What follows belongs to an exercise in optimizing a design on an open flow for small area and a short achievable clock period; a production flow would make more cautious choices.
At most, simulation tests tie the RTL to the original design; equivalence was not proved.
No functional check of the RTL was part of runs 1 and 6.
Power is estimated from default activity; no workload was simulated.

$ cat flow/flow/run.sh
#!/bin/bash
# Standard layout, except: ports buffered with buf_1, and full adders left to ABC
# (no extract_fa into sky130 fa/ha cells).
export BUFFER_PORTS_ARGS="-buffer_cell sky130_fd_sc_hd__buf_1"
export ADDER_MAP_FILE=
bash standard.sh > standard.log 2>&1
$ cat flow/standard.sh
#!/bin/bash
# synth_recipe.tcl (not shown) runs the flow's synth.tcl, then flattens the netlist and writes it again
# the make line also repeats each setting of config.mk as NAME=value (left out here)
make -C /OpenROAD-flow-scripts/flow DESIGN_CONFIG=/design/flow/config.mk WORK_HOME=/design/flow/orfs CLKGATE_MAP_FILE= SYNTH_SCRIPT=/design/flow/synth_recipe.tcl "${@:-finish}"
$ cat flow/config.mk
export PLATFORM = sky130hd
export DESIGN_NAME = tinyalu
export DESIGN_NICKNAME = tinyalu
export VERILOG_FILES = /design/flow/design.v
export SDC_FILE = /design/flow/constraint.sdc
export NUM_CORES = 4
export LEC_CHECK = 0
export ABC_CLOCK_PERIOD_IN_PS = 1500
export CAP_MARGIN = 20
export CORE_MARGIN = 2
export CORE_UTILIZATION = 40
export CTS_BUF_LIST = sky130_fd_sc_hd__clkbuf_8
export SETUP_SLACK_MARGIN = 1.7
export SLEW_MARGIN = 20
$ cat flow/constraint.sdc
create_clock -name core_clock -period 4.2 [get_ports {clk}]
set_input_delay 0.8400 -clock core_clock [delete_from_list [all_inputs] [get_ports {clk}]]
set_output_delay 0.8400 -clock core_clock [all_outputs]
set_load 0.01 [all_outputs]
$ cat flow/design.v
typedef enum logic [2:0] {OP_AND=3'h3, OP_ADD=3'h2, OP_XOR=3'h4, OP_MULT=3'h1, OP_NULL=3'h0} opcode;
`timescale 1 ns / 1 ps
module tinyalu (
	input  [7:0]  A,
	input  [7:0]  B,
	input  [2:0]  op,
	input         clk,
	input         reset_n,
	input         start,
	output        done,
	output [15:0] result
);
wire is_mult = (op == OP_MULT);
wire is_add  = (op == OP_ADD);
wire is_and  = (op == OP_AND);
wire is_xor  = (op == OP_XOR);
reg  [8:0] r_q;
reg        d_q;
wire       r_add = reset_n & is_add;
wire       r_and = reset_n & is_and;
wire       r_xor = reset_n & is_xor;
wire [8:0] sum   = A + B;
wire [8:0] r_d   = ({9{r_add}} & sum) | ({9{r_and}} & {1'b0, A & B}) | ({9{r_xor}} & {1'b0, A ^ B});
always @(posedge clk) begin
	if (!reset_n || is_add || is_and || is_xor)
		r_q <= r_d;
	d_q <= reset_n & start & (is_add | is_and | is_xor);
end
wire        en_m = start & is_mult;
reg  [7:0]  a_q, b_q;
reg  [15-1:0] s_q;
reg  [14-1:0] c_q;
reg  [15:0] m2_q, m_q;
reg  [2:0]  p_q;
reg         v_q;
reg         ci_q;
	wire pp0_0 = a_q[0] & b_q[0];
	wire pp0_1 = a_q[0] & b_q[1];
	wire pp0_2 = a_q[0] & b_q[2];
	wire pp0_3 = a_q[0] & b_q[3];
	wire pp0_4 = a_q[0] & b_q[4];
	wire pp0_5 = a_q[0] & b_q[5];
	wire pp0_6 = a_q[0] & b_q[6];
	wire pp0_7 = a_q[0] & b_q[7];
	wire pp1_0 = a_q[1] & b_q[0];
	wire pp1_1 = a_q[1] & b_q[1];
	wire pp1_2 = a_q[1] & b_q[2];
	wire pp1_3 = a_q[1] & b_q[3];
	wire pp1_4 = a_q[1] & b_q[4];
	wire pp1_5 = a_q[1] & b_q[5];
	wire pp1_6 = a_q[1] & b_q[6];
	wire pp1_7 = a_q[1] & b_q[7];
	wire pp2_0 = a_q[2] & b_q[0];
	wire pp2_1 = a_q[2] & b_q[1];
	wire pp2_2 = a_q[2] & b_q[2];
	wire pp2_3 = a_q[2] & b_q[3];
	wire pp2_4 = a_q[2] & b_q[4];
	wire pp2_5 = a_q[2] & b_q[5];
	wire pp2_6 = a_q[2] & b_q[6];
	wire pp2_7 = a_q[2] & b_q[7];
	wire pp3_0 = a_q[3] & b_q[0];
	wire pp3_1 = a_q[3] & b_q[1];
	wire pp3_2 = a_q[3] & b_q[2];
	wire pp3_3 = a_q[3] & b_q[3];
	wire pp3_4 = a_q[3] & b_q[4];
	wire pp3_5 = a_q[3] & b_q[5];
	wire pp3_6 = a_q[3] & b_q[6];
	wire pp3_7 = a_q[3] & b_q[7];
	wire pp4_0 = a_q[4] & b_q[0];
	wire pp4_1 = a_q[4] & b_q[1];
	wire pp4_2 = a_q[4] & b_q[2];
	wire pp4_3 = a_q[4] & b_q[3];
	wire pp4_4 = a_q[4] & b_q[4];
	wire pp4_5 = a_q[4] & b_q[5];
	wire pp4_6 = a_q[4] & b_q[6];
	wire pp4_7 = a_q[4] & b_q[7];
	wire pp5_0 = a_q[5] & b_q[0];
	wire pp5_1 = a_q[5] & b_q[1];
	wire pp5_2 = a_q[5] & b_q[2];
	wire pp5_3 = a_q[5] & b_q[3];
	wire pp5_4 = a_q[5] & b_q[4];
	wire pp5_5 = a_q[5] & b_q[5];
	wire pp5_6 = a_q[5] & b_q[6];
	wire pp5_7 = a_q[5] & b_q[7];
	wire pp6_0 = a_q[6] & b_q[0];
	wire pp6_1 = a_q[6] & b_q[1];
	wire pp6_2 = a_q[6] & b_q[2];
	wire pp6_3 = a_q[6] & b_q[3];
	wire pp6_4 = a_q[6] & b_q[4];
	wire pp6_5 = a_q[6] & b_q[5];
	wire pp6_6 = a_q[6] & b_q[6];
	wire pp6_7 = a_q[6] & b_q[7];
	wire pp7_0 = a_q[7] & b_q[0];
	wire pp7_1 = a_q[7] & b_q[1];
	wire pp7_2 = a_q[7] & b_q[2];
	wire pp7_3 = a_q[7] & b_q[3];
	wire pp7_4 = a_q[7] & b_q[4];
	wire pp7_5 = a_q[7] & b_q[5];
	wire pp7_6 = a_q[7] & b_q[6];
	wire pp7_7 = a_q[7] & b_q[7];
	wire hs1 = pp0_6 ^ pp1_5;
	wire hc2 = pp0_6 & pp1_5;
	wire fs3 = pp0_7 ^ pp1_6 ^ pp2_5;
	wire fc4 = (pp0_7 & pp1_6) | (pp0_7 & pp2_5) | (pp1_6 & pp2_5);
	wire hs5 = pp3_4 ^ pp4_3;
	wire hc6 = pp3_4 & pp4_3;
	wire fs7 = pp1_7 ^ pp2_6 ^ pp3_5;
	wire fc8 = (pp1_7 & pp2_6) | (pp1_7 & pp3_5) | (pp2_6 & pp3_5);
	wire hs9 = pp4_4 ^ pp5_3;
	wire hc10 = pp4_4 & pp5_3;
	wire fs11 = pp2_7 ^ pp3_6 ^ pp4_5;
	wire fc12 = (pp2_7 & pp3_6) | (pp2_7 & pp4_5) | (pp3_6 & pp4_5);
	wire hs13 = pp0_4 ^ pp1_3;
	wire hc14 = pp0_4 & pp1_3;
	wire fs15 = pp0_5 ^ pp1_4 ^ pp2_3;
	wire fc16 = (pp0_5 & pp1_4) | (pp0_5 & pp2_3) | (pp1_4 & pp2_3);
	wire hs17 = pp3_2 ^ pp4_1;
	wire hc18 = pp3_2 & pp4_1;
	wire fs19 = hs1 ^ pp2_4 ^ pp3_3;
	wire fc20 = (hs1 & pp2_4) | (hs1 & pp3_3) | (pp2_4 & pp3_3);
	wire fs21 = pp4_2 ^ pp5_1 ^ pp6_0;
	wire fc22 = (pp4_2 & pp5_1) | (pp4_2 & pp6_0) | (pp5_1 & pp6_0);
	wire fs23 = fs3 ^ hs5 ^ pp5_2;
	wire fc24 = (fs3 & hs5) | (fs3 & pp5_2) | (hs5 & pp5_2);
	wire fs25 = pp6_1 ^ pp7_0 ^ hc2;
	wire fc26 = (pp6_1 & pp7_0) | (pp6_1 & hc2) | (pp7_0 & hc2);
	wire fs27 = fs7 ^ hs9 ^ pp6_2;
	wire fc28 = (fs7 & hs9) | (fs7 & pp6_2) | (hs9 & pp6_2);
	wire fs29 = pp7_1 ^ fc4 ^ hc6;
	wire fc30 = (pp7_1 & fc4) | (pp7_1 & hc6) | (fc4 & hc6);
	wire fs31 = fs11 ^ pp5_4 ^ pp6_3;
	wire fc32 = (fs11 & pp5_4) | (fs11 & pp6_3) | (pp5_4 & pp6_3);
	wire fs33 = pp7_2 ^ fc8 ^ hc10;
	wire fc34 = (pp7_2 & fc8) | (pp7_2 & hc10) | (fc8 & hc10);
	wire fs35 = pp3_7 ^ pp4_6 ^ pp5_5;
	wire fc36 = (pp3_7 & pp4_6) | (pp3_7 & pp5_5) | (pp4_6 & pp5_5);
	wire fs37 = pp6_4 ^ pp7_3 ^ fc12;
	wire fc38 = (pp6_4 & pp7_3) | (pp6_4 & fc12) | (pp7_3 & fc12);
	wire fs39 = pp4_7 ^ pp5_6 ^ pp6_5;
	wire fc40 = (pp4_7 & pp5_6) | (pp4_7 & pp6_5) | (pp5_6 & pp6_5);
	wire hs41 = pp0_3 ^ pp1_2;
	wire hc42 = pp0_3 & pp1_2;
	wire fs43 = hs13 ^ pp2_2 ^ pp3_1;
	wire fc44 = (hs13 & pp2_2) | (hs13 & pp3_1) | (pp2_2 & pp3_1);
	wire fs45 = fs15 ^ hs17 ^ pp5_0;
	wire fc46 = (fs15 & hs17) | (fs15 & pp5_0) | (hs17 & pp5_0);
	wire fs47 = fs19 ^ fs21 ^ fc16;
	wire fc48 = (fs19 & fs21) | (fs19 & fc16) | (fs21 & fc16);
	wire fs49 = fs23 ^ fs25 ^ fc20;
	wire fc50 = (fs23 & fs25) | (fs23 & fc20) | (fs25 & fc20);
	wire fs51 = fs27 ^ fs29 ^ fc24;
	wire fc52 = (fs27 & fs29) | (fs27 & fc24) | (fs29 & fc24);
	wire fs53 = fs31 ^ fs33 ^ fc28;
	wire fc54 = (fs31 & fs33) | (fs31 & fc28) | (fs33 & fc28);
	wire fs55 = fs35 ^ fs37 ^ fc32;
	wire fc56 = (fs35 & fs37) | (fs35 & fc32) | (fs37 & fc32);
	wire fs57 = fs39 ^ pp7_4 ^ fc36;
	wire fc58 = (fs39 & pp7_4) | (fs39 & fc36) | (pp7_4 & fc36);
	wire fs59 = pp5_7 ^ pp6_6 ^ pp7_5;
	wire fc60 = (pp5_7 & pp6_6) | (pp5_7 & pp7_5) | (pp6_6 & pp7_5);
	wire hs61 = pp0_2 ^ pp1_1;
	wire hc62 = pp0_2 & pp1_1;
	wire fs63 = hs41 ^ pp2_1 ^ pp3_0;
	wire fc64 = (hs41 & pp2_1) | (hs41 & pp3_0) | (pp2_1 & pp3_0);
	wire fs65 = fs43 ^ pp4_0 ^ hc42;
	wire fc66 = (fs43 & pp4_0) | (fs43 & hc42) | (pp4_0 & hc42);
	wire fs67 = fs45 ^ hc14 ^ fc44;
	wire fc68 = (fs45 & hc14) | (fs45 & fc44) | (hc14 & fc44);
	wire fs69 = fs47 ^ hc18 ^ fc46;
	wire fc70 = (fs47 & hc18) | (fs47 & fc46) | (hc18 & fc46);
	wire fs71 = fs49 ^ fc22 ^ fc48;
	wire fc72 = (fs49 & fc22) | (fs49 & fc48) | (fc22 & fc48);
	wire fs73 = fs51 ^ fc26 ^ fc50;
	wire fc74 = (fs51 & fc26) | (fs51 & fc50) | (fc26 & fc50);
	wire fs75 = fs53 ^ fc30 ^ fc52;
	wire fc76 = (fs53 & fc30) | (fs53 & fc52) | (fc30 & fc52);
	wire fs77 = fs55 ^ fc34 ^ fc54;
	wire fc78 = (fs55 & fc34) | (fs55 & fc54) | (fc34 & fc54);
	wire fs79 = fs57 ^ fc38 ^ fc56;
	wire fc80 = (fs57 & fc38) | (fs57 & fc56) | (fc38 & fc56);
	wire fs81 = fs59 ^ fc40 ^ fc58;
	wire fc82 = (fs59 & fc40) | (fs59 & fc58) | (fc40 & fc58);
	wire fs83 = pp6_7 ^ pp7_6 ^ fc60;
	wire fc84 = (pp6_7 & pp7_6) | (pp6_7 & fc60) | (pp7_6 & fc60);
	wire [15-1:0] s_d = {pp7_7, fs83, fs81, fs79, fs77, fs75, fs73, fs71, fs69, fs67, fs65, fs63, hs61, pp0_1, pp0_0};
	wire [14-1:0] c_d = {fc84, fc82, fc80, fc78, fc76, fc74, fc72, fc70, fc68, fc66, fc64, hc62, pp2_0, pp1_0};
	wire ci_d = 1'b0;
	wire [15:0] prod = s_q + ({c_q, 1'b0} << (1 - 1)) + ({15'd0, ci_q} << 1);
always @(posedge clk) begin
	if (en_m) begin
		a_q  <= A;
		b_q  <= B;
		s_q  <= s_d;
		c_q  <= c_d;
		ci_q <= ci_d;
		m2_q <= prod;
		m_q  <= m2_q;
	end
end
always @(posedge clk) begin
	if (!reset_n) begin
		p_q <= 3'd0;
		v_q <= 1'b0;
	end else if (en_m) begin
		p_q <= {p_q[1] & p_q[0], p_q[1] ^ p_q[0], ~p_q[0] & ~p_q[2]};
		v_q <= v_q | (p_q == 3'd3);
	end
end
wire sel_m = is_mult & v_q;
assign done   = is_mult ? p_q[2] : d_q;
assign result = ({16{sel_m}} & m_q) | ({16{~is_mult}} & {7'd0, r_q});
endmodule
==> results of run 1 <==
logic make-up (layout without fill, tap and decap cells):
family	count (synthesis)	in the layout
compound gates	92	92
buf+inv	32	114
flops	91	91
xor+xnor	106	106
fa+ha+maj	27	27
simple gates	212	215
final timing paths:
kind                   end  slack [ns]     start
hold / removal     m_q[11]        0.42  m2_q[11]
setup / recovery    r_q[7]        1.23      A[0]
setup reg to reg  m2_q[14]        1.63    c_q[0]
hold reg to reg    m_q[11]        0.42  m2_q[11]
final cells by class:
class	count	area, µm²	share of cell area
timing repair buffer	87	633.1	0.09295
clock buffer	10	137.6	0.02021
multi-input combinational	440	3052	0.4480
tap	176	220.2	0.03233
clock inverter	6	40.04	0.005878
inverter	10	41.29	0.006062
timing repair inverter	1	5.005	0.0007348
sequential	91	2683	0.3938
cells in the mapped netlist (all sizes together), types with 3 or more instances:
cell,number
a211oi,3
a21oi,24
a31oi,4
and2,16
and3,8
clkbuf,22
dfxtp,5
edfxtp,86
inv,10
maj3,27
nand2,109
nand3,11
nand4,5
nor2,30
nor2b,7
nor3,13
nor4,3
o211a,3
o21a,4
o21ai,33
o31ai,4
or2,4
or3,3
xnor2,69
xor2,37
worst max-delay path, cell delays in order:
cell,delay [ns]
buf_8,0.09
and2_4,0.15
maj3_2,0.30
maj3_2,0.31
maj3_2,0.32
maj3_2,0.31
maj3_2,0.34
o21bai_4,0.15
nor2b_4,0.16
o32ai_2,0.08
state kept, by name (all words and copies together) (netlist names):
| register | flops |
|---|---|
| m2_q | 16 |
| m_q | 16 |
| s_q | 15 |
| c_q | 14 |
| r_q | 9 |
| a_q | 8 |
| b_q | 8 |
| p_q | 3 |
| d_q | 1 |
| v_q | 1 |
per-stage QoR:
stage	util	area [µm²]
2_1_floorplan	-	5574
4_1_cts	0.4821	6460
6_report	0.5083	6812
3_3_place_gp	0.4381	5871
5_1_grt	0.5083	6812
3_5_place_dp	0.4381	5871
per-layer routing:
metal,vias up,global-route usage
met5,-,0
met4,0,0.05172
met3,12,0.02528
met2,97,0.2690
met1,1994,0.2225
li1,2133,-
placed cells by master (no fill, tap or decap), drive strengths merged, types with 5 or more instances in the layout:
| cell type | count |
|---|---|
| inv | 11 |
| clkbuf | 10 |
| dfxtp | 5 |
| clkinvlp | 5 |
| xor2 | 37 |
| o21ai | 33 |
| buf | 87 |
| xnor2 | 69 |
| and3 | 8 |
| maj3 | 27 |
| edfxtp | 86 |
| nor2b | 7 |
| nor3 | 13 |
| nand2 | 109 |
| a21oi | 24 |
| and2 | 19 |
| nand3 | 11 |
| nand4 | 5 |
| nor2 | 30 |
timing repair:
| action | in CTS | in global routing |
|---|---|---|
| hold buffers | 0 | 0 |
| resized for setup | 66 | 29 |
| endpoints found under the setup margin | 68 | 70 |
| cloned | 3 | 1 |
| pin swaps | 35 | 32 |
| setup buffers | 21 | 26 |
power groups by stage:
stage	logic [µW]	registers, µW	clock network, µW
detailed placement	289	1070	0
global placement	280	1070	0
finish	343	1040	542
floorplan	233	1050	0
global route	380	1040	592
CTS	318	1040	558
==> impl_summary.txt, run 1 <==
----------------------------------------------------
[Status]
  Run status ... timing/DRC/antenna clean

[STA]
  Worst clock skew ... about 0.011 ns
  Crit path setup slack, layout ... 1.234 ns
  Worst Tran Pin Value ... 0.8448 ns
  Number of failing setup endpoints in the final timing report ... 0
  Final critical-path required period ... 2.966 ns
  Final-layout worst hold slack ... ~0.42 ns
  Number of failing hold endpoints at the final stage ... 0
  Max Clock Freq ... approximately 340 MHz
  Unrepaired setup endpoints after global routing ... yes
  Summed negative setup slack over all endpoints ... 0 ns
  Slew Limit Headroom ... 0.4337
  Share of the clock period used by the worst path ... 0.7063
  Final max-slew violation count ... 0

[Layout]
  Count of filler cells inserted in the layout ... between 1000 and 1500
  Final Instance Count excl. Fillers ... roughly 800
  Number of nets at the end of the flow ... around 660
  Diode insertion count for antenna repair ... 0
  Synthesis-to-layout area growth ... 23.08%
  Ratio of cells with drive above 1 in the final layout ... 0.2310

[Synth]
  Synthesized flop and latch total ... 91
  Area share of the largest cell type after synthesis ... 0.4667
  Largest area contributor in the synthesized netlist ... edfxtp_1
  Sequential fraction of the synthesis area ... 0.4847
  Share of the synthesized area in compound gates (AO/OA/AOI/OAI) ... 0.1033
  Number of flops mapped to enable cells by yosys ... 86
  Post-synthesis cell type count ... 44
  Gate count of the mapped netlist ... 560
  Syn. warnings ... 1
  Asr flop ratio synth ... 0
  Largest cells by area after synthesis ... edfxtp_1 (47%), xnor2_1 (11%), nand2_1 (7.4%), xor2_1 (5.9%), maj3_1 (4.0%)
  Avg Synthesized Cell Area ... 9.882 µm²
  Top flip-flop cell by instance count after synthesis ... edfxtp_1
  Adder-cell area share of the yosys netlist ... 0.04997
  Synth Area in XOR/XNOR ... 0.1678
  Synthesized cell area ... 5534 µm²
  Mux contribution to synthesized area ... 0
  Main combinational cell family by area after synthesis ... simple AND/OR/NAND/NOR gates
  Simple-gate area share of the yosys netlist ... 0.1725
  Number of nets produced by synthesis ... about 580

[Detailed routing]
  Length of the first detailed-routing pass in iterations ... 4
  Routed met2 length ... ~5800 µm
  Routed metal-1 wire length ... 5663 µm
  Via density ... a little over 5
  Met3 Routed Length ... approximately 480 µm
  Via total after detailed routing ... between 4000 and 5000
  Final routed DRC violation total ... 0
  Starting DRC count in detailed routing ... just under 300
  Antenna Violating Nets Remaining ... 0
  Uppermost layer routed ... met4
  Total wire length after detailed routing ... 12090 µm
  Routed wire per std cell ... roughly 15 µm

[Power and ir drop]
  Net Switching ... just over 500 µW
  Sum of internal, switching and leakage power ... 1928 µW
  Total power density per cell area ... around 280 nW/µm²
  Maximum vdd ir drop ... between 100 and 150 µV
  Sw Share ... 0.2689
  Share of total power in combinational logic ... 0.178
  Cell internal power dissipation ... between 1000 and 1500 µW
  Relative contribution of the clock network to total power ... 0.281
  Leakage ... 0.002426 µW
  Sequential cell fraction of total power ... 0.541

[Die]
  Core Region ... approximately 13000 µm²
  Die X ... between 100 and 150 µm
  Top-level I/O count ... 39
  Die Ht ... 121.6 µm
  DIE AREA ... roughly 15000 µm²
  Core Rows ... 42
  Initial Util ... 0.4130

[CTS]
  Num CTS Buffers ... 9
  Clock Sink Count ... between 90 and 100
  Number of levels the H-tree was split into ... 3
  Clock transition at the registers of the reported paths ... roughly 0.090 ns
  Root Driver ... clkbuf_8
  Worst-skew pair later-pin latency ... between 0.3 and 0.4 ns
  Maximum number of buffers from clock root to sink ... 2
  CTS tree ... done

[Global routing]
  Global route overflow ... 0
  Vias in the first global route ... 3868
  Global-route wire length before repair ... 18980 µm
  GR Util All Layers ... 0.1633
  Initial antenna violation count ... 0
  Largest net degree at the start of global routing ... 42

[Placement]
  Pre-CTS worst setup slack ... 0.7203 ns
  HPWL after detailed placement ... 7962 µm
  Final weighted congestion in routability-driven placement ... a little over 0.8
  Number of placed instances, taps included ... about 750
  Number of port buffers ... 38

[Flow run]
  Max-cap violations ... 0

[Critical path]
  Kind of capture point of the worst setup path ... register
  Critical Path AT ... 3.07 ns
  Critical Setup Path Class ... input pin to register
  Element type at the critical path start ... input pin
  Critical path peak fanout ... 3
  Critical path data required time ... 4.30 ns
  R2R cell count ... 9

[Worst hold path]
  Hold Crit Depth ... 0
  Min-Delay Path Class ... register to register

----------------------------------------------------
==> run 2, diff against run 1 <==
--- a/flow/design.v
+++ b/flow/design.v
@@ -19,7 +19,8 @@
 wire       r_add = reset_n & is_add;
 wire       r_and = reset_n & is_and;
 wire       r_xor = reset_n & is_xor;
-wire [8:0] sum   = A + B;
+wire [8:0] sum;
+alu_add u_add (.A(A), .B(B), .sum(sum));
 wire [8:0] r_d   = ({9{r_add}} & sum) | ({9{r_and}} & {1'b0, A & B}) | ({9{r_xor}} & {1'b0, A ^ B});
 always @(posedge clk) begin
 	if (!reset_n || is_add || is_and || is_xor)
@@ -210,3 +211,10 @@
 assign done   = is_mult ? p_q[2] : d_q;
 assign result = ({16{sel_m}} & m_q) | ({16{~is_mult}} & {7'd0, r_q});
 endmodule
+module alu_add (
+	input  [7:0] A,
+	input  [7:0] B,
+	output [8:0] sum
+);
+assign sum = A + B;
+endmodule
==> flow/config.mk (replaced) <==
export PLATFORM = sky130hd
export DESIGN_NAME = tinyalu
export DESIGN_NICKNAME = tinyalu
export VERILOG_FILES = /design/flow/design.v
export SDC_FILE = /design/flow/constraint.sdc
export NUM_CORES = 4
export LEC_CHECK = 0
export CAP_MARGIN = 20
export CORE_MARGIN = 2
export CORE_UTILIZATION = 60
export CTS_BUF_LIST = sky130_fd_sc_hd__clkbuf_8
export PLACE_DENSITY = 0.75
export SETUP_SLACK_MARGIN = 1.7
export SLEW_MARGIN = 20
export SYNTH_HIERARCHICAL = 1
==> run 2 against run 1 <==
First-iteration DRC count fell by 47%. Global-route usage rose by 5.9 points. Core utilization rose by 17 points. Clock skew rose by 0.0014 ns. Design area fell by 4.1%. Register-to-register slack improved by 0.02 ns. Sequential power barely moved. Clock power fell by about 10%.
==> impl_summary.txt, run 2 <==
----------------------------------------------------
[Status]
  Run status ... timing/DRC/antenna clean (unchanged)

[Synth]
  Area share of the largest cell type after synthesis ... 0.4398 (was 0.4667)
  Number of nets produced by synthesis ... 590 (was 582)
  Asr flop ratio synth ... 0 (unchanged)
  Number of flops mapped to enable cells by yosys ... 86 (unchanged)
  Share of the synthesized area in compound gates (AO/OA/AOI/OAI) ... 0.1016 (was 0.1033)
  Gate count of the mapped netlist ... 568 (was 560)
  Syn. warnings ... 7 (was 1)
  Post-synth top cells ... nand2_1 (109), edfxtp_1 (86), xnor2_1 (67) (was nand2_1 (109), edfxtp_1 (86), xnor2_1 (69))
  Simple-gate area share of the yosys netlist ... 0.1590 (was 0.1725)
  Adder-cell area share of the yosys netlist ... 0.05071 (was 0.04997)
  Avg Synthesized Cell Area ... 10.34 µm² (was 9.882 µm²)
  Leading cell type by number of instances after synthesis ... nand2_1 (unchanged)
  Synthesized cell area ... 5872 µm² (was 5534 µm²)
  Synthesized flop and latch total ... 91 (unchanged)
  Post-synthesis cell type count ... 59 (was 44)
  Mux contribution to synthesized area ... 0 (unchanged)
  Top flip-flop cell by instance count after synthesis ... edfxtp_1 (unchanged)
  Largest cells by area after synthesis ... edfxtp_1 (44%), xnor2_1 (10%), nand2_1 (7.0%), xor2_1 (6.6%), maj3_1 (3.9%) (was edfxtp_1 (47%), xnor2_1 (11%), nand2_1 (7.4%), xor2_1 (5.9%), maj3_1 (4.0%))
  Sequential fraction of the synthesis area ... 0.4569 (was 0.4847)
  Synth Area in XOR/XNOR ... 0.1990 (was 0.1678)
  Largest area contributor in the synthesized netlist ... edfxtp_1 (unchanged)
  Main combinational cell family by area after synthesis ... XOR/XNOR gates (was simple AND/OR/NAND/NOR gates)

[CTS]
  CTS tree ... done (unchanged)
  Clock transition at the registers of the reported paths ... 0.08 ns (was 0.09 ns)
  Num CTS Buffers ... 9 (unchanged)
  Maximum number of buffers from clock root to sink ... 2 (unchanged)
  Clock Sink Count ... 91 (unchanged)
  Hold-fix buffers at CTS ... 0 (unchanged)
  Number of levels the H-tree was split into ... 3 (unchanged)
  Root Driver ... clkbuf_8 (unchanged)
  Worst-skew pair later-pin latency ... 0.35 ns (was 0.36 ns)

[Placement]
  Final weighted congestion in routability-driven placement ... 0.8635 (was 0.8201)
  Number of placed instances, taps included ... 714 (was 754)
  Pre-CTS worst setup slack ... 1.437 ns (was 0.7203 ns)
  HPWL after detailed placement ... 7952 µm (was 7962 µm)
  Number of port buffers ... 38 (unchanged)

[Detailed routing]
  Routed wire per std cell ... 15.22 µm (was 14.72 µm)
  Final routed DRC violation total ... 0 (unchanged)
  Total wire length after detailed routing ... 11430 µm (was 12090 µm)
  Via total after detailed routing ... 4205 (was 4236)
  Antenna Violating Nets Remaining ... 0 (unchanged)
  Starting DRC count in detailed routing ... 156 (was 295)
  Via density ... 5.599 (was 5.160)
  Length of the first detailed-routing pass in iterations ... 5 (was 4)

[Power and ir drop]
  Leakage ... 0.002386 µW (was 0.002426 µW)
  Total power density per cell area ... 287.8 nW/µm² (was 283.0 nW/µm²)
  Sum of internal, switching and leakage power ... 1881 µW (was 1928 µW)
  Maximum vdd ir drop ... 152.2 µV (was 129.3 µV)

[Layout]
  Ratio of cells with drive above 1 in the final layout ... 0.1602 (was 0.2310)
  Final Instance Count excl. Fillers ... 751 (was 821)
  Synthesis-to-layout area growth ... 11.29% (was 23.08%)
  Number of nets at the end of the flow ... 635 (was 662)
  Diode insertion count for antenna repair ... 0 (unchanged)
  Most common library cell in the layout ignoring fill and taps ... nand2_1 (unchanged)
  Largest registers ... m2_q (16), m_q (16), s_q (15) (unchanged)
  Highest-count cells in the layout ignoring fill and taps ... nand2_1 (106), edfxtp_1 (86), xnor2_1 (67), xor2_1 (43), nor2_1 (31) (was nand2_1 (103), edfxtp_1 (86), xnor2_1 (67), buf_4 (47), xor2_1 (35))

[Critical path]
  Critical Path AT ... 2.65 ns (was 3.07 ns)
  Critical path peak fanout ... 5 (was 3)
  Critical path data required time ... 4.29 ns (was 4.30 ns)
  Critical Setup Path Class ... register to register (was input pin to register)
  Element type at the critical path start ... register (was input pin)
  Kind of capture point of the worst setup path ... register (unchanged)

[Die]
  Die Ht ... 102.9 µm (was 121.6 µm)
  Core Region ... 9639 µm² (was 13400 µm²)
  Core Rows ... 36 (was 42)
  DIE AREA ... 10590 µm² (was 14790 µm²)
  Die X ... 102.9 µm (was 121.6 µm)
  Initial Util ... 0.6092 (was 0.4130)
  Top-level I/O count ... 39 (unchanged)

[STA]
  Worst Tran Pin Value ... 1.062 ns (was 0.8448 ns)
  Summed negative setup slack over all endpoints ... 0 ns (unchanged)
  Crit path setup slack, layout ... 1.646 ns (was 1.234 ns)
  Number of failing hold endpoints at the final stage ... 0 (unchanged)
  Worst clock skew ... 0.01241 ns (was 0.01104 ns)
  Max Clock Freq ... 391.5 MHz (was 337.1 MHz)
  Share of the clock period used by the worst path ... 0.6082 (was 0.7063)
  Unrepaired setup endpoints after global routing ... yes (unchanged)
  Number of failing setup endpoints in the final timing report ... 0 (unchanged)
  Slew Limit Headroom ... 0.2864 (was 0.4337)
  Final critical-path required period ... 2.554 ns (was 2.966 ns)
  Final max-slew violation count ... 0 (unchanged)

[Flow run]
  Max-cap violations ... 0 (unchanged)

[Global routing]
  Vias in the first global route ... 3814 (was 3868)
  Initial antenna violation count ... 0 (unchanged)
  Global route overflow ... 0 (unchanged)
  Largest net degree at the start of global routing ... 52 (was 42)
  Global-route wire length before repair ... 17870 µm (was 18980 µm)
  GR Util All Layers ... 0.2219 (was 0.1633)

[Worst hold path]
  Min-Delay Path Class ... register to register (unchanged)

----------------------------------------------------
run 2: final cells by class:
class | count | area, µm²
well taps | 133 | 166.4
flip-flops and latches | 91 | 2683
repair buffers | 57 | 370.4
multi-input cells | 448 | 3126
clock buffers | 9 | 123.9
clock inverters | 7 | 40.04
fillers | 758 | 3104
inverters | 6 | 26.28
run 2: metrics by stage:
step | area, µm² | util | hold WS, ns
after CTS | 6351 | 0.6589 | 0.4242
after global routing | 6535 | 0.6780 | 0.4305
after floorplan | 5903 | - | 0.4003
after detailed placement | 6052 | 0.6279 | 0.4045
final | 6535 | 0.6780 | 0.4216
after global placement | 6052 | 0.6279 | 0.4006
run 2: worst paths after layout:
path            from       to  slack (ns)  depth (start not counted)
max reg2reg   a_q[3]  s_q[10]        1.65                          7
min reg2reg  m2_q[7]   m_q[7]        0.42                          0
min          m2_q[7]   m_q[7]        0.42                          0
max           a_q[3]  s_q[10]        1.65                          7
run 2: per-layer routing:
| layer | wire (µm) | GRT usage | part of all wire |
|---|---|---|---|
| met3 | 515 | 0.04000 | 0.045 |
| met1 | 4819 | 0.2725 | 0.42 |
| met2 | 5833 | 0.3906 | 0.51 |
| met4 | 262 | 0.08300 | 0.023 |
| met5 | 0 | 0 | 0 |
run 2: logic make-up (layout without fill, tap and decap cells):
| family | after synthesis | after routing |
|---|---|---|
| AO/OA/AOI/OAI | 89 | 89 |
| XOR/XNOR | 119 | 119 |
| adder cells (fa/ha/maj) | 29 | 29 |
| buffers and inverters | 32 | 79 |
| flip-flops | 91 | 91 |
| AND/OR/NAND/NOR | 208 | 211 |
run 2: worst max-delay path: stages (launching register included):
cell and delay [ns]:
edfxtp_1 0.45, and2_2 0.22, xor3_1 0.37, maj3_2 0.38, maj3_2 0.35, a221oi_2 0.28, o21ai_1 0.11, xor2_1 0.14
run 2: where the power goes:
group | internal, µW | switching, µW
clock | 208 | 278
combinational | 162 | 188
sequential | 1020 | 20.6
run 2: timing repair:
action / CTS / global route
cloned: 2 / 1
resized for setup: 9 / 56
setup buffers: 13 / 5
setup endpoints to repair: 25 / 26
pin swaps: 0 / 18
run 2: modules after synthesis, one instance, submodules excluded:
module,cells,flops+latches
tinyalu,513,91
alu_add,55,0
==> run 3, diff against run 2 <==
--- a/flow/config.mk
+++ b/flow/config.mk
@@ -5,11 +5,11 @@
 export SDC_FILE = /design/flow/constraint.sdc
 export NUM_CORES = 4
 export LEC_CHECK = 0
+export ABC_AREA = 1
 export CAP_MARGIN = 20
 export CORE_MARGIN = 2
-export CORE_UTILIZATION = 60
+export CORE_UTILIZATION = 40
 export CTS_BUF_LIST = sky130_fd_sc_hd__clkbuf_8
-export PLACE_DENSITY = 0.75
 export SETUP_SLACK_MARGIN = 1.7
 export SLEW_MARGIN = 20
 export SYNTH_HIERARCHICAL = 1
==> run 3 against run 2 <==
Still clean. Setup slack better by 0.035 ns. Global-route usage down 6.8 points. Synthesized cell count is 48% higher. Via count rose by 21%. Non-clock buffer count shrank 10. Combinational power fell by 16%. Critical path depth stayed put. Synthesized area increased by 6.6%. Sequential share of layout area decreased by 2.2 points. Design area is 5.6% higher. Largest power group unchanged.
==> impl_summary.txt, run 3 <==
----------------------------------------------------
[Status]
  Run status ... timing/DRC/antenna clean (unchanged)

[Layout]
  Largest registers ... m2_q (16), m_q (16), s_q (15) (unchanged)
  Ratio of cells with drive above 1 in the final layout ... 0.1503 (was 0.1602)
  Highest-count cells in the layout ignoring fill and taps ... nand2_1 (319), inv_1 (97), edfxtp_1 (86), nand3_1 (61), nor2_1 (60) (was nand2_1 (106), edfxtp_1 (86), xnor2_1 (67), xor2_1 (43), nor2_1 (31))
  Diode insertion count for antenna repair ... 0 (unchanged)
  Synthesis-to-layout area growth ... 10.15% (was 11.29%)
  Number of nets at the end of the flow ... 902 (was 635)
  Most common library cell in the layout ignoring fill and taps ... nand2_1 (unchanged)
  Fraction of the core area covered by cells at the end of the flow ... 0.4521 (was 0.6780)

[Flow run]
  Max-cap violations ... 0 (unchanged)

[Placement]
  Final weighted congestion in routability-driven placement ... 0.7887 (was 0.8635)
  Number of port buffers ... 38 (unchanged)
  HPWL after detailed placement ... 9642 µm (was 7952 µm)

[Die]
  Die Ht ... 129.1 µm (was 102.9 µm)
  Die X ... 129.1 µm (was 102.9 µm)
  Initial Util ... 0.4104 (was 0.6092)
  Top-level I/O count ... 39 (unchanged)
  DIE AREA ... 16670 µm² (was 10590 µm²)
  Core Rows ... 45 (was 36)
  Core Region ... 15260 µm² (was 9639 µm²)

[CTS]
  Hold-fix buffers at CTS ... 0 (unchanged)
  Clock transition at the registers of the reported paths ... 0.08 ns (about the same)
  Root Driver ... clkbuf_8 (unchanged)
  Num CTS Buffers ... 9 (unchanged)
  Worst-skew pair later-pin latency ... 0.35 ns (about the same)
  Number of levels the H-tree was split into ... 3 (unchanged)
  Maximum number of buffers from clock root to sink ... 2 (unchanged)
  Clock Sink Count ... 91 (unchanged)
  CTS tree ... done (unchanged)

[Synth]
  Top flip-flop cell by instance count after synthesis ... edfxtp_1 (unchanged)
  Sequential fraction of the synthesis area ... 0.4284 (was 0.4569)
  Largest cells by area after synthesis ... edfxtp_1 (41%), nand2_1 (19%), inv_1 (5.9%), nand3_1 (5.0%), xor2_1 (3.9%) (was edfxtp_1 (44%), xnor2_1 (10%), nand2_1 (7.0%), xor2_1 (6.6%), maj3_1 (3.9%))
  Syn. warnings ... 7 (unchanged)
  Leading cell type by number of instances after synthesis ... nand2_1 (unchanged)
  Area share of the largest cell type after synthesis ... 0.4124 (was 0.4398)
  Post-synth top cells ... nand2_1 (321), inv_1 (98), edfxtp_1 (86) (was nand2_1 (109), edfxtp_1 (86), xnor2_1 (67))
  Synthesized flop and latch total ... 91 (unchanged)
  Largest area contributor in the synthesized netlist ... edfxtp_1 (unchanged)
  Number of flops mapped to enable cells by yosys ... 86 (unchanged)
  Avg Synthesized Cell Area ... 7.455 µm² (was 10.34 µm²)
  Number of nets produced by synthesis ... 862 (was 590)
  Asr flop ratio synth ... 0 (unchanged)
  Gate count of the mapped netlist ... 840 (was 568)
  Synthesized cell area ... 6262 µm² (was 5872 µm²)
  Post-synthesis cell type count ... 40 (was 59)

[Detailed routing]
  Total wire length after detailed routing ... 12180 µm (was 11430 µm)
  Starting DRC count in detailed routing ... 365 (was 156)
  Routed wire per std cell ... 11.12 µm (was 15.22 µm)
  Antenna Violating Nets Remaining ... 0 (unchanged)
  Via total after detailed routing ... 5071 (was 4205)
  Via density ... 4.627 (was 5.599)
  Length of the first detailed-routing pass in iterations ... 5 (unchanged)
  Final routed DRC violation total ... 0 (unchanged)

[STA]
  Final-layout worst hold slack ... 0.4208 ns (was 0.4216 ns)
  Share of the clock period used by the worst path ... 0.5998 (was 0.6082)
  Number of failing hold endpoints at the final stage ... 0 (unchanged)
  Max Clock Freq ... 397.0 MHz (was 391.5 MHz)
  Number of failing setup endpoints in the final timing report ... 0 (unchanged)
  Summed negative setup slack over all endpoints ... 0 ns (unchanged)
  Worst Tran Pin Value ... 0.6185 ns (was 1.062 ns)
  Final max-slew violation count ... 0 (unchanged)
  Final critical-path required period ... 2.519 ns (was 2.554 ns)
  Slew Limit Headroom ... 0.5862 (was 0.2864)
  Unrepaired setup endpoints after global routing ... yes (unchanged)
  Worst clock skew ... 0.009372 ns (was 0.01241 ns)

[Global routing]
  Initial antenna violation count ... 0 (unchanged)
  Global route overflow ... 0 (unchanged)
  GR Util All Layers ... 0.1536 (was 0.2219)
  Global-route wire length before repair ... 20630 µm (was 17870 µm)
  Vias in the first global route ... 4542 (was 3814)
  Largest net degree at the start of global routing ... 32 (was 52)

[Power and ir drop]
  Leakage ... 0.003405 µW (was 0.002386 µW)
  Sum of internal, switching and leakage power ... 1916 µW (was 1881 µW)
  Total power density per cell area ... 277.7 nW/µm² (was 287.8 nW/µm²)
  Maximum vdd ir drop ... 154.6 µV (was 152.2 µV)

[Worst hold path]
  Min-Delay Path Class ... register to register (unchanged)

[Critical path]
  Critical path data required time ... 3.36 ns (was 4.29 ns)
  Element type at the critical path start ... input pin (was register)
  Kind of capture point of the worst setup path ... output pin (was register)
  Worst-case register-to-register setup slack ... 2.06 ns (was 1.65 ns)
  Critical path peak fanout ... 8 (was 5)
  Critical Path AT ... 1.68 ns (was 2.65 ns)
  Critical Setup Path Class ... input pin to output pin (was register to register)

----------------------------------------------------
-- run 3: changes by cell type after synthesis, moves of 10 or more --
cell	change
a21oi_1	-10
and2_1	-12
clkbuf_1	-10
inv_1	+92
inv_2	+15
maj3_1	-23
nand2_1	+212
nand2_2	+28
nand3_1	+49
nand3_2	+12
nor2_1	+30
xnor2_1	-57
xor2_1	-16
-- run 3: layout make-up --
type                       count  area [µm²]
multi-input combinational    618        3055
clock inverter                 5       52.55
tap                          211       264.0
inverter                     113       426.7
clock buffer                  11       151.4
fill                        1585        8361
timing repair buffer          47       265.3
sequential                    91        2683
-- run 3: per-module statistics from Yosys (local to each module, per instance) --
module   times used  cells  flip-flops and latches  area, µm²
alu_add           1     89                       0      445.4
tinyalu           1    751                      91       5817
-- run 3: layer usage --
metal  track usage  routed length [µm]
met5             0                   0
met4       0.04092                 147
met3       0.02230                 414
met2        0.2533                5373
met1        0.2125                6248
-- run 3: final timing paths --
check             cells after the start         to      from
setup / recovery                      7  result[6]     op[2]
hold / removal                        0    m_q[13]  m2_q[13]
setup reg to reg                     16     s_q[8]    b_q[6]
hold reg to reg                       0    m_q[13]  m2_q[13]
-- run 3: kinds of logic after synthesis --
logic type      Yosys count  share of synthesized area
compound gates           56                    0.05455
xor+xnor                 39                    0.05754
buf+inv                 132                    0.08971
flops                    91                     0.4284
simple gates            522                     0.3698
-- run 3: what timing repair did --
item / 4_1_cts / 5_1_grt
buffers inserted: 7 / 0
pin swaps: 2 / 5
endpoints found under the hold margin: 0 / 0
endpoints found under the setup margin: 78 / 76
gates resized for setup: 17 / 19
gates cloned: 0 / 1
-- run 3: stage by stage --
stage	worst slack [ns]	instance area (µm²)	cells
after floorplan	1.117	6279	840
after global placement	1.272	6563	1072
after global routing	1.631	6898	1096
final	1.681	6898	1096
after detailed placement	1.250	6563	1072
after CTS	1.612	6852	1095
-- run 3: critical path: stages --
cell and delay (ns):
buf_8 0.10, nor3_4 0.21, buf_6 0.17, buf_6 0.11
nand3_1 0.05, nand2_1 0.08, buf_2 0.12
-- run 3: power breakdown --
group          internal, µW  total (µW)  switching (µW)
Sequential             1020        1040            20.8
Clock                   305         584             278
Combinational           108         295             187
Total                  1430        1920             486
==> run 4, diff against run 3 <==
--- a/flow/config.mk
+++ b/flow/config.mk
@@ -5,7 +5,6 @@
 export SDC_FILE = /design/flow/constraint.sdc
 export NUM_CORES = 4
 export LEC_CHECK = 0
-export ABC_AREA = 1
 export CAP_MARGIN = 20
 export CORE_MARGIN = 2
 export CORE_UTILIZATION = 40
==> run 4 against run 3 <==
Final cell count shrank 26%. Largest cell class unchanged. Synthesized cell count shrank 32%. Core utilization increased by 0.88 points. Register-to-register slack got worse by 0.37 ns. Setup slack got worse by 0.017 ns. Via count is 17% lower. Sequential power is essentially flat.
==> impl_summary.txt, run 4 <==
----------------------------------------------------
[Worst hold path]
  Hold Crit Depth ... 0 (unchanged)
  Terminating pin of the worst hold path ... m2_q[0] (was m_q[13])
  Min-Delay Path Class ... register to register (unchanged)
  Hold Path Origin ... s_q[0] (was m2_q[13])

[STA]
  Number of failing setup endpoints in the final timing report ... 0 (unchanged)
  Slew Limit Headroom ... 0.3602 (was 0.5862)
  Worst Tran Pin Value ... 0.9524 ns (was 0.6185 ns)
  Max Clock Freq ... 394.3 MHz (was 397.0 MHz)
  Final critical-path required period ... 2.536 ns (was 2.519 ns)
  Number of failing hold endpoints at the final stage ... 0 (unchanged)
  Final max-slew violation count ... 0 (unchanged)
  Share of the clock period used by the worst path ... 0.6038 (was 0.5998)
  Unrepaired setup endpoints after global routing ... yes (unchanged)
  Summed negative setup slack over all endpoints ... 0 ns (unchanged)
  Worst clock skew ... 0.01302 ns (was 0.009372 ns)

[Critical path]
  Kind of capture point of the worst setup path ... output pin (unchanged)
  Critical Setup Path Class ... input pin to output pin (unchanged)
  Worst-case register-to-register setup slack ... 1.69 ns (was 2.06 ns)
  Critical path data required time ... 3.36 ns (about the same)
  R2R Path End ... s_q[10] (was s_q[8])
  Critical path peak fanout ... 5 (was 8)
  Slowest cell on the critical path ... and2_4 (was nor3_4)
  R2r startpoint ... b_q[6] (unchanged)
  R2R cell count ... 7 (was 16)
  Delay of the slowest cell on the worst path ... 0.24 ns (was 0.21 ns)
  Critical Path AT ... 1.70 ns (was 1.68 ns)
  Element type at the critical path start ... input pin (unchanged)
  Critical Path, Cell by Cell ... buf_8 -> nor2_4 -> and2_4 -> nand3_1 -> nand2_1 -> buf_2 (was buf_8 -> nor3_4 -> buf_6 -> buf_6 -> nand3_1 -> nand2_1 -> buf_2)

[Synth]
  Post-synth top cells ... nand2_1 (109), edfxtp_1 (86), xnor2_1 (67) (was nand2_1 (321), inv_1 (98), edfxtp_1 (86))
  Number of flops mapped to enable cells by yosys ... 86 (unchanged)
  Synthesized cell area ... 5872 µm² (was 6262 µm²)
  Synthesized flop and latch total ... 91 (unchanged)
  Gate count of the mapped netlist ... 568 (was 840)
  Sequential fraction of the synthesis area ... 0.4569 (was 0.4284)
  Top flip-flop cell by instance count after synthesis ... edfxtp_1 (unchanged)
  Largest cells by area after synthesis ... edfxtp_1 (44%), xnor2_1 (10%), nand2_1 (7.0%), xor2_1 (6.6%), maj3_1 (3.9%) (was edfxtp_1 (41%), nand2_1 (19%), inv_1 (5.9%), nand3_1 (5.0%), xor2_1 (3.9%))
  Asr flop ratio synth ... 0 (unchanged)
  Syn. warnings ... 7 (unchanged)
  Avg Synthesized Cell Area ... 10.34 µm² (was 7.455 µm²)
  Post-synthesis cell type count ... 59 (was 40)
  Leading cell type by number of instances after synthesis ... nand2_1 (unchanged)
  Area share of the largest cell type after synthesis ... 0.4398 (was 0.4124)
  Largest area contributor in the synthesized netlist ... edfxtp_1 (unchanged)
  Number of nets produced by synthesis ... 590 (was 862)

[Detailed routing]
  Via density ... 5.171 (was 4.627)
  Via total after detailed routing ... 4194 (was 5071)
  Routed metal-1 wire length ... 5318 µm (was 6248 µm)
  Routed wire per std cell ... 14.39 µm (was 11.12 µm)
  Antenna Violating Nets Remaining ... 0 (unchanged)
  Final routed DRC violation total ... 0 (unchanged)
  Length of the first detailed-routing pass in iterations ... 5 (unchanged)
  Uppermost layer routed ... met4 (unchanged)
  Starting DRC count in detailed routing ... 388 (was 365)
  Total wire length after detailed routing ... 11670 µm (was 12180 µm)
  Met3 Routed Length ... 503 µm (was 414 µm)
  Routed met2 length ... 5656 µm (was 5373 µm)

[Power and ir drop]
  Cell internal power dissipation ... 1489 µW (was 1430 µW)
  Total power density per cell area ... 299.4 nW/µm² (was 277.7 nW/µm²)
  Leakage ... 0.002445 µW (was 0.003405 µW)
  Sequential cell fraction of total power ... 0.525 (was 0.541)
  Sw Share ... 0.2518 (was 0.2536)
  Share of total power in combinational logic ... 0.176 (was 0.154)
  Maximum vdd ir drop ... 171.8 µV (was 154.6 µV)
  Net Switching ... 501.3 µW (was 485.8 µW)
  Relative contribution of the clock network to total power ... 0.299 (was 0.305)

[Die]
  Initial Util ... 0.4071 (was 0.4104)
  Die X ... 125.2 µm (was 129.1 µm)
  DIE AREA ... 15670 µm² (was 16670 µm²)
  Top-level I/O count ... 39 (unchanged)
  Die Ht ... 125.2 µm (was 129.1 µm)
  Core Region ... 14420 µm² (was 15260 µm²)
  Core Rows ... 44 (was 45)

[Layout]
  Diode insertion count for antenna repair ... 0 (unchanged)
  Synthesis-to-layout area growth ... 13.21% (was 10.15%)
  Highest-count cells in the layout ignoring fill and taps ... nand2_1 (107), edfxtp_1 (86), xnor2_1 (67), xor2_1 (43), nor2_1 (31) (was nand2_1 (319), inv_1 (97), edfxtp_1 (86), nand3_1 (61), nor2_1 (60))
  Largest registers ... m2_q (16), m_q (16), s_q (15) (unchanged)
  Most common library cell in the layout ignoring fill and taps ... nand2_1 (unchanged)
  Area of all placed cells without fillers ... 6648 µm² (was 6898 µm²)
  Number of nets at the end of the flow ... 644 (was 902)
  Ratio of cells with drive above 1 in the final layout ... 0.1595 (was 0.1503)

[Global routing]
  Initial antenna violation count ... 0 (unchanged)
  Global route overflow ... 0 (unchanged)
  GR Util All Layers ... 0.1421 (was 0.1536)
  Vias in the first global route ... 3815 (was 4542)
  Largest net degree at the start of global routing ... 31 (was 32)
  Global-route wire length before repair ... 18240 µm (was 20630 µm)

[CTS]
  Clock Sink Count ... 91 (unchanged)
  Hold-fix buffers at CTS ... 0 (unchanged)
  Number of levels the H-tree was split into ... 3 (unchanged)
  Root Driver ... clkbuf_8 (unchanged)
  Num CTS Buffers ... 9 (unchanged)
  CTS tree ... done (unchanged)
  Clock transition at the registers of the reported paths ... 0.09 ns (was 0.08 ns)
  Worst-skew pair later-pin latency ... 0.35 ns (about the same)
  Maximum number of buffers from clock root to sink ... 2 (unchanged)

[Placement]
  Final weighted congestion in routability-driven placement ... 0.8282 (was 0.7887)
  HPWL after detailed placement ... 8069 µm (was 9642 µm)
  DP Area ... 6111 µm² (was 6563 µm²)
  Number of port buffers ... 38 (unchanged)

[Status]
  Run status ... timing/DRC/antenna clean (unchanged)

[Flow run]
  Max-cap violations ... 0 (unchanged)

----------------------------------------------------
[run 4: worst max-delay path, delay by kind of cell]
kind | cells | cell delay (ns)
buf+inv | 2 | 0.22
simple gates | 4 | 0.63
[run 4: modules after synthesis, one instance, submodules excluded]
module	copies in the design	cell area, µm²
alu_add	1	370.4
tinyalu	1	5502
[run 4: power by group through the flow]
stage / Sequential (µW) / Combinational (µW) / Clock (µW)
after floorplan: 1050 / 265 / 0
after global placement: 1070 / 311 / 0
after detailed placement: 1070 / 319 / 0
after CTS: 1050 / 333 / 616
after global routing: 1050 / 387 / 649
final: 1040 / 351 / 594
[run 4: how the worst max path moves through the flow]
stage / start / end / depth (start not counted)
5_1_grt: b_q[6] / s_q[10] / 7
2_1_floorplan: op[2] / p_q[1] / 8
3_5_place_dp: a_q[3] / s_q[10] / 7
6_report: op[1] / result[1] / 6
3_3_place_gp: a_q[3] / s_q[10] / 7
4_1_cts: op[2] / result[3] / 6
[run 4: final cells by class]
type                    count  area (µm²)
clock inverters             5       53.80
fillers                  1407        7776
multi-input cells         448        3104
repair buffers             66       399.1
flip-flops and latches     91        2683
well taps                 184       230.2
inverters                   6       26.28
clock buffers              11       151.4
[run 4: kinds of logic after synthesis]
kind of cell / synth area share
AOI/OAI and AO/OA: 0.1016
adders and majority gates: 0.05071
buffers and inverters: 0.03281
and+or+nand+nor: 0.1590
xor gates and xnor gates: 0.1990
DFF: 0.4569
[run 4: layer usage]
metal	track usage	vias up
li1	-	2113
met1	0.1853	1960
met2	0.2423	100
met3	0.02653	21
met4	0.04052	0
met5	0	-
[run 4: repair_timing]
| action | CTS | global route |
|---|---|---|
| buffers inserted | 15 | 11 |
| pin swaps | 0 | 17 |
| setup endpoints to repair | 24 | 25 |
| gates resized for setup | 2 | 55 |
| gates cloned | 0 | 3 |
[run 4: per-stage QoR]
stage | hold WS, ns | cells | util | total power [µW] | setup slack (ns)
2_1_floorplan | 0.4003 | 568 | - | 1316 | 1.460
5_1_grt | 0.4228 | 811 | 0.4609 | 2084 | 1.563
3_3_place_gp | 0.4015 | 766 | 0.4237 | 1382 | 1.559
3_5_place_dp | 0.4045 | 766 | 0.4237 | 1390 | 1.539
6_report | 0.4216 | 811 | 0.4609 | 1991 | 1.664
4_1_cts | 0.4252 | 797 | 0.4466 | 1995 | 1.653
==> run 5, diff against run 4 <==
--- a/flow/config.mk
+++ b/flow/config.mk
@@ -9,6 +9,6 @@
 export CORE_MARGIN = 2
 export CORE_UTILIZATION = 40
 export CTS_BUF_LIST = sky130_fd_sc_hd__clkbuf_8
-export SETUP_SLACK_MARGIN = 1.7
+export SETUP_SLACK_MARGIN = 1.5
 export SLEW_MARGIN = 20
 export SYNTH_HIERARCHICAL = 1
==> run 5 against run 4 <==
Synthesized area unchanged. Design area shrank 3.3%. Final cell count down 1.8%. Register-to-register slack worse by 0.10 ns. Critical path type is now register to register.
==> impl_summary.txt, run 5 <==
----------------------------------------------------
[Status]
  Run status ... timing/DRC/antenna clean (unchanged)

[Global routing]
  Largest net degree at the start of global routing ... 31 (unchanged)
  Initial antenna violation count ... 0 (unchanged)
  GR Util All Layers ... 0.1373 (was 0.1421)
  Global route overflow ... 0 (unchanged)
  Global-route wire length before repair ... 17620 µm (was 18240 µm)
  Vias in the first global route ... 3665 (was 3815)

[STA]
  Final critical-path required period ... 2.612 ns (was 2.536 ns)
  Worst Tran Pin Value ... 0.9534 ns (was 0.9524 ns)
  Worst clock skew ... 0.01377 ns (was 0.01302 ns)
  Max Clock Freq ... 382.8 MHz (was 394.3 MHz)
  Final max-slew violation count ... 0 (unchanged)
  Summed negative setup slack over all endpoints ... 0 ns (unchanged)
  Number of failing hold endpoints at the final stage ... 0 (unchanged)
  Share of the clock period used by the worst path ... 0.6219 (was 0.6038)
  Number of failing setup endpoints in the final timing report ... 0 (unchanged)
  Unrepaired setup endpoints after global routing ... no (was yes)
  Slew Limit Headroom ... 0.3595 (was 0.3602)

[Die]
  Core Region ... 14420 µm² (unchanged)
  Top-level I/O count ... 39 (unchanged)
  DIE AREA ... 15670 µm² (unchanged)
  Initial Util ... 0.4071 (unchanged)
  Die Ht ... 125.2 µm (unchanged)
  Core Rows ... 44 (unchanged)
  Die X ... 125.2 µm (unchanged)

[Critical path]
  Delay of the slowest cell on the worst path ... 0.63 ns (was 0.24 ns)
  Critical path peak fanout ... 10 (was 5)
  Critical Path, Cell by Cell ... nand2_1 -> xor3_1 -> xnor2_4 -> maj3_2 -> a221oi_1 -> o21ai_1 -> xor2_1 (was buf_8 -> nor2_4 -> and2_4 -> nand3_1 -> nand2_1 -> buf_2)
  Critical Setup Path Class ... register to register (was input pin to output pin)
  Critical path data required time ... 4.30 ns (was 3.36 ns)
  Critical Path AT ... 2.71 ns (was 1.70 ns)
  Slowest cell on the critical path ... edfxtp_1 (was and2_4)
  Kind of capture point of the worst setup path ... register (was output pin)
  Element type at the critical path start ... register (was input pin)

[Synth]
  Gate count of the mapped netlist ... 568 (unchanged)
  Number of flops mapped to enable cells by yosys ... 86 (unchanged)
  Asr flop ratio synth ... 0 (unchanged)
  Largest area contributor in the synthesized netlist ... edfxtp_1 (unchanged)
  Leading cell type by number of instances after synthesis ... nand2_1 (unchanged)
  Syn. warnings ... 7 (unchanged)
  Post-synth top cells ... nand2_1 (109), edfxtp_1 (86), xnor2_1 (67) (unchanged)
  Synthesized flop and latch total ... 91 (unchanged)
  Post-synthesis cell type count ... 59 (unchanged)
  Sequential fraction of the synthesis area ... 0.4569 (unchanged)
  Avg Synthesized Cell Area ... 10.34 µm² (unchanged)
  Top flip-flop cell by instance count after synthesis ... edfxtp_1 (unchanged)
  Largest cells by area after synthesis ... edfxtp_1 (44%), xnor2_1 (10%), nand2_1 (7.0%), xor2_1 (6.6%), maj3_1 (3.9%) (unchanged)
  Area share of the largest cell type after synthesis ... 0.4398 (unchanged)
  Synthesized cell area ... 5872 µm² (unchanged)
  Number of nets produced by synthesis ... 590 (unchanged)

[Layout]
  Most common library cell in the layout ignoring fill and taps ... nand2_1 (unchanged)
  Diode insertion count for antenna repair ... 0 (unchanged)
  Ratio of cells with drive above 1 in the final layout ... 0.09150 (was 0.1595)
  Largest registers ... m2_q (16), m_q (16), s_q (15) (unchanged)
  Number of nets at the end of the flow ... 629 (was 644)
  Synthesis-to-layout area growth ... 9.482% (was 13.21%)
  Highest-count cells in the layout ignoring fill and taps ... nand2_1 (108), edfxtp_1 (86), xnor2_1 (67), xor2_1 (43), buf_1 (38) (was nand2_1 (107), edfxtp_1 (86), xnor2_1 (67), xor2_1 (43), nor2_1 (31))

[Power and ir drop]
  Leakage ... 0.002290 µW (was 0.002445 µW)
  Total power density per cell area ... 306.9 nW/µm² (was 299.4 nW/µm²)
  Net Switching ... 496.3 µW (was 501.3 µW)
  Sum of internal, switching and leakage power ... 1973 µW (was 1991 µW)
  Sequential cell fraction of total power ... 0.531 (was 0.525)
  Relative contribution of the clock network to total power ... 0.303 (was 0.299)
  Maximum vdd ir drop ... 174.1 µV (was 171.8 µV)
  Sw Share ... 0.2516 (was 0.2518)
  Cell internal power dissipation ... 1477 µW (was 1489 µW)
  Share of total power in combinational logic ... 0.166 (was 0.176)

[Placement]
  Final weighted congestion in routability-driven placement ... 0.8282 (unchanged)
  HPWL after detailed placement ... 8069 µm (unchanged)
  Number of port buffers ... 38 (unchanged)

[CTS]
  Maximum number of buffers from clock root to sink ... 2 (unchanged)
  Num CTS Buffers ... 9 (unchanged)
  Hold-fix buffers at CTS ... 0 (unchanged)
  CTS tree ... done (unchanged)
  Worst-skew pair later-pin latency ... 0.35 ns (about the same)
  Root Driver ... clkbuf_8 (unchanged)
  Clock transition at the registers of the reported paths ... 0.09 ns (about the same)
  Number of levels the H-tree was split into ... 3 (unchanged)
  Clock Sink Count ... 91 (unchanged)

[Detailed routing]
  Starting DRC count in detailed routing ... 362 (was 388)
  Via density ... 5.137 (was 5.171)
  Routed wire per std cell ... 13.76 µm (was 14.39 µm)
  Via total after detailed routing ... 4089 (was 4194)
  Final routed DRC violation total ... 0 (unchanged)
  Antenna Violating Nets Remaining ... 0 (unchanged)
  Total wire length after detailed routing ... 10950 µm (was 11670 µm)
  Length of the first detailed-routing pass in iterations ... 4 (was 5)

[Flow run]
  Max-cap violations ... 0 (unchanged)

[Worst hold path]
  Min-Delay Path Class ... register to register (unchanged)

----------------------------------------------------
[run 5: cell type report]
class / instances / area [µm²]
fill: 1411 / 7995
multi-input combinational: 445 / 3022
sequential: 91 / 2683
timing repair buffer: 54 / 262.8
tap: 184 / 230.2
clock buffer: 11 / 151.4
clock inverter: 5 / 53.80
inverter: 6 / 26.28
[run 5: per-module statistics from Yosys (local to each module, per instance)]
| module | area (µm²) | cells inside | copies in the design |
|---|---|---|---|
| alu_add | 370.4 | 55 | 1 |
| tinyalu | 5502 | 513 | 1 |
[run 5: what timing repair did]
action | 4_1_cts | 5_1_grt
setup buffers | 0 | 14
setup endpoints to repair | 0 | 3
gates resized for setup | 0 | 1
[run 5: cells by family (layout without fill, tap and decap cells)]
logic type / count (synthesis) / count (layout) / synth area share
AOI/OAI and AO/OA: 89 / 89 / 0.1016
xor gates and xnor gates: 119 / 119 / 0.1990
adders and majority gates: 29 / 29 / 0.05071
buffers and inverters: 32 / 76 / 0.03281
DFF: 91 / 91 / 0.4569
and+or+nand+nor: 208 / 208 / 0.1590
[run 5: power by group through the flow]
stage	clock [µW]	combinational [µW]	sequential (µW)
floorplan	0	265	1050
global placement	0	311	1070
detailed placement	0	319	1070
CTS	616	321	1050
global route	649	364	1050
finish	597	328	1050
[run 5: routing by layer]
| metal | GRT usage | share of wire | wire length, µm |
|---|---|---|---|
| met3 | 0.02353 | 0.038 | 412 |
| met1 | 0.1856 | 0.48 | 5269 |
| met4 | 0.03922 | 0.016 | 179 |
| met2 | 0.2283 | 0.46 | 5091 |
| met5 | 0 | 0 | 0 |
[run 5: final timing paths]
kind | from | to | slack [ns] | cells past startpoint
hold / removal | m2_q[3] | m_q[3] | 0.42 | 0
setup / recovery | a_q[4] | s_q[10] | 1.59 | 7
hold reg to reg | m2_q[3] | m_q[3] | 0.42 | 0
setup reg to reg | a_q[4] | s_q[10] | 1.59 | 7
[run 5: critical path: cells and delay by family, from the launching register on]
family | cells | cell delay [ns]
xor gates and xnor gates | 3 | 0.87
and+or+nand+nor | 1 | 0.17
adders and majority gates | 1 | 0.33
DFF | 1 | 0.63
AOI/OAI and AO/OA | 2 | 0.36
[run 5: stage by stage]
| stage | utilization | hold WS [ns] | area, µm² | setup slack (ns) | instances |
|---|---|---|---|---|---|
| 3_3_place_gp | 0.4237 | 0.4015 | 6111 | 1.559 | 766 |
| 6_report | 0.4457 | 0.4196 | 6429 | 1.588 | 796 |
| 4_1_cts | 0.4379 | 0.4252 | 6316 | 1.526 | 782 |
| 2_1_floorplan | - | 0.4003 | 5903 | 1.460 | 568 |
| 5_1_grt | 0.4457 | 0.4228 | 6429 | 1.491 | 796 |
| 3_5_place_dp | 0.4237 | 0.4045 | 6111 | 1.539 | 766 |
==> run 6, diff against run 5 <==
--- a/flow/design.v
+++ b/flow/design.v
@@ -19,9 +19,8 @@
 wire       r_add = reset_n & is_add;
 wire       r_and = reset_n & is_and;
 wire       r_xor = reset_n & is_xor;
-wire [8:0] sum;
-alu_add u_add (.A(A), .B(B), .sum(sum));
-wire [8:0] r_d   = ({9{r_add}} & sum) | ({9{r_and}} & {1'b0, A & B}) | ({9{r_xor}} & {1'b0, A ^ B});
+wire [8:0] r_d;
+alu u_alu (.A(A), .B(B), .r_add(r_add), .r_and(r_and), .r_xor(r_xor), .r_d(r_d));
 always @(posedge clk) begin
 	if (!reset_n || is_add || is_and || is_xor)
 		r_q <= r_d;
@@ -211,10 +210,14 @@
 assign done   = is_mult ? p_q[2] : d_q;
 assign result = ({16{sel_m}} & m_q) | ({16{~is_mult}} & {7'd0, r_q});
 endmodule
-module alu_add (
+module alu (
 	input  [7:0] A,
 	input  [7:0] B,
-	output [8:0] sum
+	input        r_add,
+	input        r_and,
+	input        r_xor,
+	output [8:0] r_d
 );
-assign sum = A + B;
+wire [8:0] sum = A + B;
+assign r_d = ({9{r_add}} & sum) | ({9{r_and}} & {1'b0, A & B}) | ({9{r_xor}} & {1'b0, A ^ B});
 endmodule
--- a/flow/config.mk
+++ b/flow/config.mk
@@ -9,6 +9,6 @@
 export CORE_MARGIN = 2
 export CORE_UTILIZATION = 40
 export CTS_BUF_LIST = sky130_fd_sc_hd__clkbuf_8
-export SETUP_SLACK_MARGIN = 1.5
+export SETUP_SLACK_MARGIN = 1.7
 export SLEW_MARGIN = 20
 export SYNTH_HIERARCHICAL = 1
==> run 6 against run 5 <==
Synthesized cell count fell by 3.0%. Sequential power is essentially flat. Setup slack better by 0.028 ns. Still clean. Largest power group unchanged. Non-clock buffer count grew 23. Critical endpoint is now result[2]. Global-route usage up 2.3 points. Final cell count grew 1.0%. Synthesized area shrank 2.9%. Register-to-register slack improved by 0.09 ns.
==> impl_summary.txt, run 6 <==
----------------------------------------------------
[Status]
  Run status ... timing/DRC/antenna clean (unchanged)

[Placement]
  Number of placed instances, taps included ... 751 (was 766)
  Final weighted congestion in routability-driven placement ... 0.8205 (was 0.8282)

[Synth]
  Gate count of the mapped netlist ... 551 (was 568)
  Synth Area in XOR/XNOR ... 0.1759 (was 0.1990)
  Largest area contributor in the synthesized netlist ... edfxtp_1 (unchanged)
  Sequential fraction of the synthesis area ... 0.4703 (was 0.4569)
  Main combinational cell family by area after synthesis ... XOR/XNOR gates (unchanged)
  Largest cells by area after synthesis ... edfxtp_1 (45%), xnor2_1 (8.8%), nand2_1 (6.6%), maj3_1 (4.6%), xor2_1 (4.1%) (was edfxtp_1 (44%), xnor2_1 (10%), nand2_1 (7.0%), xor2_1 (6.6%), maj3_1 (3.9%))
  Leading cell type by number of instances after synthesis ... nand2_1 (unchanged)
  Asr flop ratio synth ... 0 (unchanged)
  Synthesized flop and latch total ... 91 (unchanged)
  Number of flops mapped to enable cells by yosys ... 86 (unchanged)
  Share of the synthesized area in compound gates (AO/OA/AOI/OAI) ... 0.1132 (was 0.1016)
  Top flip-flop cell by instance count after synthesis ... edfxtp_1 (unchanged)
  Simple-gate area share of the yosys netlist ... 0.1641 (was 0.1590)

[Critical path]
  Critical Setup Path Class ... input pin to output pin (was register to register)
  Critical path peak fanout ... 4 (was 10)
  Kind of capture point of the worst setup path ... output pin (was register)
  First element of the critical path ... op[1] (was a_q[4])
  R2r startpoint ... a_q[1] (was a_q[4])

[Detailed routing]
  Final routed DRC violation total ... 0 (unchanged)
  Routed metal-1 wire length ... 5639 µm (was 5269 µm)
  Length of the first detailed-routing pass in iterations ... 5 (was 4)
  Routed wire per std cell ... 15.04 µm (was 13.76 µm)
  Uppermost layer routed ... met4 (unchanged)
  Antenna Violating Nets Remaining ... 0 (unchanged)
  Met3 Routed Length ... 326 µm (was 412 µm)

[Global routing]
  Global-route wire length before repair ... 18830 µm (was 17620 µm)
  Largest net degree at the start of global routing ... 52 (was 31)
  GR Util All Layers ... 0.1606 (was 0.1373)
  Vias in the first global route ... 3881 (was 3665)

[Layout]
  Diode insertion count for antenna repair ... 0 (unchanged)
  Number of nets at the end of the flow ... 641 (was 629)
  Synthesis-to-layout area growth ... 18.21% (was 9.482%)
  Final Instance Count excl. Fillers ... 804 (was 796)

[Die]
  Die X ... 123.4 µm (was 125.2 µm)
  Top-level I/O count ... 39 (unchanged)
  Core Region ... 13880 µm² (was 14420 µm²)
  Core Rows ... 43 (was 44)

[Worst hold path]
  Min-Delay Path Class ... register to register (unchanged)
  Hold Path Origin ... s_q[0] (was m2_q[3])

[Power and ir drop]
  Leakage ... 0.002505 µW (was 0.002290 µW)

[CTS]
  Num CTS Buffers ... 9 (unchanged)
  Root Driver ... clkbuf_8 (unchanged)
  CTS tree ... done (unchanged)

[STA]
  Max Clock Freq ... 387.0 MHz (was 382.8 MHz)
  Final-layout worst hold slack ... 0.4230 ns (was 0.4196 ns)
  Worst Tran Pin Value ... 0.8769 ns (was 0.9534 ns)

----------------------------------------------------
-- run 6: logic make-up (layout without fill, tap and decap cells) --
| family | count (synthesis) | in the layout |
|---|---|---|
| compound gates | 98 | 98 |
| xor+xnor | 96 | 96 |
| fa+ha+maj | 28 | 28 |
| buf+inv | 32 | 105 |
| flops | 91 | 91 |
| simple gates | 206 | 206 |
-- run 6: metal layers --
layer	up-vias	GRT usage
met5	-	0
met4	0	0.06818
met3	24	0.02860
met2	78	0.2572
met1	1998	0.2147
li1	2091	-
-- run 6: final cells by class --
class / count / area, µm² / share of cell area
sequential: 91 / 2683 / 0.3978
clock buffer: 9 / 123.9 / 0.01837
clock inverter: 7 / 92.59 / 0.01373
timing repair buffer: 77 / 570.5 / 0.08462
multi-input combinational: 428 / 2999 / 0.4448
inverter: 12 / 48.80 / 0.007237
tap: 180 / 225.2 / 0.03340
-- run 6: repair_timing --
action                                  4_1_cts  5_1_grt
resized for setup                             6       69
pin swaps                                     1       21
endpoints found under the setup margin       73       25
setup buffers                                26        8
cloned                                        0        3
hold buffers                                  0        0
-- run 6: final timing paths --
check	slack [ns]	to
max reg2reg	1.68	c_q[9]
min reg2reg	0.42	m2_q[0]
max	1.62	result[2]
min	0.42	m2_q[0]
-- run 6: worst max-delay path, stage by stage --
cell and delay, ns:
buf_8 0.10, nor3b_4 0.23, buf_6 0.15, clkbuf_16 0.14, nand3_2 0.06, nand2_1 0.09, buf_2 0.13
-- run 6: per-stage QoR --
| stage | power (µW) | utilization | setup slack (ns) | area (µm²) |
|---|---|---|---|---|
| final | 2041 | 0.4858 | 1.616 | 6743 |
| after global routing | 2126 | 0.4858 | 1.566 | 6743 |
| after CTS | 2025 | 0.4649 | 1.626 | 6454 |
| after detailed placement | 1368 | 0.4328 | 1.085 | 6008 |
| after global placement | 1362 | 0.4328 | 1.175 | 6008 |
| after floorplan | 1294 | - | 1.537 | 5722 |
-- run 6: Yosys stat by module (local to each module, per instance) --
module / flops+latches / times used / cell area (µm²) / cells inside
alu: 0 / 1 / 499.2 / 80
tinyalu: 91 / 1 / 5205 / 471
-- run 6: report_power, final --
group	internal (µW)	total (µW)	leakage, µW	switching [µW]
registers	1020	1040	0.000868	15.0
logic	166	354	0.00152	188
clock network	334	649	0.000112	315
total	1520	2040	0.00251	518

Check on run 6: ideal ports give 1.616 ns setup slack; a clkbuf_16 on the clock port and buf_2 on the inputs give 1.573 ns; moving port delays by the midpoint clock arrival (0.397 ns) as well gives 1.461 ns.
